What follows belongs to an exercise in optimizing a design on an open flow for small area and a short achievable clock period; a production flow would make more cautious choices.
RTL that was checked went through simulation tests only; none was proved equivalent to the original.

== rev 12 ==
// Butterfly_Unit
module Butterfly_Unit (
    input clk,
    input reset,
    input [1:0] operation,   
    input valid_in,
    input [11:0] a_in,
    input [11:0] b_in,
    input [11:0] zeta,
    output reg [11:0] a_out,
    output reg [11:0] b_out,
    output reg valid_out
);
Size in the first run: roughly 1,500 cells after synthesis.
Settings: LEC_CHECK=0, CAP_MARGIN=20, CELL_PAD_IN_SITES_DETAIL_PLACEMENT=0, CELL_PAD_IN_SITES_GLOBAL_PLACEMENT=0, CORE_MARGIN=2, CORE_UTILIZATION=55, CTS_CLUSTER_SIZE=24, SETUP_SLACK_MARGIN=3.0, SLEW_MARGIN=20, TNS_END_PERCENT=0; clock period 6.5 ns.
run.sh (not shown) runs the stock make flow with config.mk's settings and CLKGATE_MAP_FILE= SYNTH_SCRIPT=/design/flow/synth_recipe.tcl, a recipe that flattens the netlist after the stock synthesis.
Both conditions hold for rev 12: the flow ran to the end and the final layout passed the timing, DRC and antenna checks.
Relative to rev 12, the following input files were edited for rev 13:
# rev 12
export LEC_CHECK = 0
export CAP_MARGIN = 20
export CELL_PAD_IN_SITES_DETAIL_PLACEMENT = 0
export CELL_PAD_IN_SITES_GLOBAL_PLACEMENT = 0
export CORE_MARGIN = 2
export CORE_UTILIZATION = 55
export CTS_CLUSTER_SIZE = 24
export SETUP_SLACK_MARGIN = 3.0
export SLEW_MARGIN = 20
export TNS_END_PERCENT = 0
create_clock -name core_clock -period 6.5 [get_ports {clk}]
# rev 13
export LEC_CHECK = 0
export CAP_MARGIN = 20
export CELL_PAD_IN_SITES_DETAIL_PLACEMENT = 0
export CELL_PAD_IN_SITES_GLOBAL_PLACEMENT = 0
export CORE_MARGIN = 2
export CORE_UTILIZATION = 55
export SETUP_SLACK_MARGIN = 3.3
export SLEW_MARGIN = 20
export TNS_END_PERCENT = 10
create_clock -name core_clock -period 6.5 [get_ports {clk}]
==> comparison <==
- Worst reg-to-reg setup slack, rev 12 and rev 13: smaller value in rev 13
- In rev 13 the portion of the clock cycle consumed by the worst path in the final layout turned out 0.87 points higher than in rev 12.
- Comparing rev 12 and rev 13, the higher routed wire length was measured on rev 12.
- | sequential share of layout area | higher: rev 12 |
- Area added between synthesis and finish: higher on rev 13
- | HPWL after detailed placement | rev 13 vs rev 12 | better |
- Relative to rev 12, last weighted congestion value of the routability-driven placer has decreased by 0.93% in rev 13.
- The final reports for rev 13 and rev 12 show count of clock-net buffers in the final layout lower in the former.
- Between rev 13 and rev 12, it is rev 13 whose hold slack is lower, by 0.0030 ns.
- Rev 13 vs rev 12 on global-route usage: rev 13 is the lower one.

========
Another version of the RTL of Butterfly_Unit (not shown whole).
Size: ~1,700 cells after synthesis, ~200 flip-flops, roughly 66 I/O pins, about 0.016 mm^2 of cells after synthesis.
clock: 6.5 ns
lec_check: 0
cap_margin: 20
core_margin: 2
core_utilization: 40
slew_margin: 20
==> next run, changes <==
SETUP_SLACK_MARGIN = 3.5   (was not set)
Final area grows by about a fifth.
Cell count rises by a few percent.
Setup slack gains 0.83 ns.
Die area stays the same.
Synthesized area is unchanged.
Routed wire length rose by about a fifth.
Synthesized cell count is unchanged.
Function was not checked in any run of this note: the RTL went through the layout flow alone.

========
Another version of the RTL of Butterfly_Unit (not shown whole).
Size in the first run: ~190 flip-flops, roughly 66 I/O pins, roughly 0.014 mm² of cells after synthesis.
clock: 6.5 ns
lec_check: 0
cap_margin: 20
cell_pad_in_sites_detail_placement: 0
cell_pad_in_sites_global_placement: 0
core_margin: 2
core_utilization: 55
setup_slack_margin: 2.85
slew_margin: 20
tns_end_percent: 0
standard.sh (not shown) runs the stock make flow with config.mk's settings and CLKGATE_MAP_FILE= SYNTH_SCRIPT=/design/flow/synth_recipe.tcl, a recipe that flattens the netlist after the stock synthesis.
==> flow/flow/run.sh <==
#!/bin/bash
# The standard layout (standard.sh), except that the buffers buffer_ports puts on
# every input and output port are sky130_fd_sc_hd__buf_2 cells instead of its default pick,
# and the resizer may swap a cell for any other of the same function (MATCH_CELL_FOOTPRINT=0).
# ORFS writes each step's log under orfs/logs/; standard.sh's own output goes to standard.log.
set -euo pipefail
export BUFFER_PORTS_ARGS="-buffer_cell sky130_fd_sc_hd__buf_2"
bash standard.sh MATCH_CELL_FOOTPRINT=0 finish > standard.log 2>&1
==> next run, changes <==
==> flow/flow/run.sh (replaced) <==
#!/bin/bash
# The standard layout (standard.sh), except that the buffers buffer_ports puts on
# every input and output port are sky130_fd_sc_hd__buf_2 cells instead of its default pick.
# ORFS writes each step's log under orfs/logs/; standard.sh's own output goes to standard.log.
set -euo pipefail
export BUFFER_PORTS_ARGS="-buffer_cell sky130_fd_sc_hd__buf_2"
bash standard.sh finish > standard.log 2>&1
--- a/flow/config.mk
+++ b/flow/config.mk
@@ -12,3 +12,3 @@
 export CORE_UTILIZATION = 55
-export SETUP_SLACK_MARGIN = 2.85
+export SETUP_SLACK_MARGIN = 3.0
 export SLEW_MARGIN = 20
Worst setup slack is better by 0.031 ns.
Sequential share of layout area is lower by 0.43 points.
Global-route usage rose by 0.48 points.
Clock-buffer cell count stays the same.
Non-clock buffer count drops by 3.
Final area is higher slightly.
Maximum frequency rises slightly.
==> next run, changes <==
--- a/flow/config.mk
+++ b/flow/config.mk
@@ -12,3 +12,3 @@
 export CORE_UTILIZATION = 55
-export SETUP_SLACK_MARGIN = 3.0
+export SETUP_SLACK_MARGIN = 2.85
 export SLEW_MARGIN = 20
After rerunning: The new run passed the timing, DRC and antenna checks; sequential share of layout area rose by 0.42 points; core utilization fell by 1.2 points; die area is unchanged; flip-flop and latch count does not change; global-route usage goes down by 0.55 points; cell count barely changes.
==> next run, changes <==
--- a/flow/config.mk
+++ b/flow/config.mk
@@ -11,4 +11,4 @@
 export CORE_MARGIN = 2
-export CORE_UTILIZATION = 55
-export SETUP_SLACK_MARGIN = 2.85
+export CORE_UTILIZATION = 50
+export SETUP_SLACK_MARGIN = 2.95
 export SLEW_MARGIN = 20
What happened:
- The new run finished clean
- design area stays flat
- cell count grows slightly
- sequential share of layout area stays flat
- first-iteration DRC count rose by a little under a tenth
- via count came out lower slightly
- setup slack gets better by 0.0083 ns
==> next run, changes <==
--- a/flow/config.mk
+++ b/flow/config.mk
@@ -11,4 +11,5 @@
 export CORE_MARGIN = 2
-export CORE_UTILIZATION = 50
-export SETUP_SLACK_MARGIN = 2.95
+export CORE_UTILIZATION = 55
+export CTS_BUF_LIST = sky130_fd_sc_hd__clkbuf_4 sky130_fd_sc_hd__clkbuf_8 sky130_fd_sc_hd__clkbuf_16
+export SETUP_SLACK_MARGIN = 2.85
 export SLEW_MARGIN = 20
What happened: Global-route usage came out higher by 1.3 points; setup slack loses 0.0083 ns; via count came out higher by 1.6%; design area stays flat; routed wire length increases by 2.8%; hold slack gains 0.0067 ns; critical path depth goes up by 2; count of clock-buffer cells in the layout does not change.

-- what the ideal ports hide --
The results above use ideal ports. As a check the final layouts listed here were re-extracted and re-timed, cells and wires unchanged.
Step 1, drivers: a clkbuf_16 drives clk and a buf_2 each remaining input, both assumed.
Step 2 also shifts input and output timing later by t, the mid clock arrival at the registers, as if the neighbouring blocks saw the same clock.
a / b / c = no drivers / after step 1 / after step 2; a / b = the first two.
run | shift t [ns] | setup slack, ns | slew at the worst register clock pin (ns)
rev 12 | 0.482 | 2.913 / 2.913 / 2.520 | 0.09 / 0.09
rev 13 | 0.483 | 2.857 / 2.857 / 2.525 | 0.09 / 0.09
the first run of note 2 | 0.512 | 1.319 / 1.319 / 1.319 | 0.09 / 0.09
the second run of note 2 | 0.501 | 2.145 / 2.145 / 2.145 | 0.09 / 0.09
the first run of note 3 | 0.486 | 2.886 / 2.886 / 2.458 | 0.09 / 0.09
the second run of note 3 | 0.484 | 2.917 / 2.921 / 2.455 | 0.09 / 0.09
the third run of note 3 | 0.486 | 2.884 / 2.884 / 2.430 | 0.09 / 0.09
the fourth run of note 3 | 0.489 | 2.893 / 2.893 / 2.510 | 0.09 / 0.09
the fifth run of note 3 | 0.486 | 2.884 / 2.884 / 2.430 | 0.09 / 0.09
After both steps setup and hold are still met in every run listed. For the second run of note 3, which loses most, drivers alone change the setup slack by +0.004 ns; drivers and shift together by -0.462 ns.
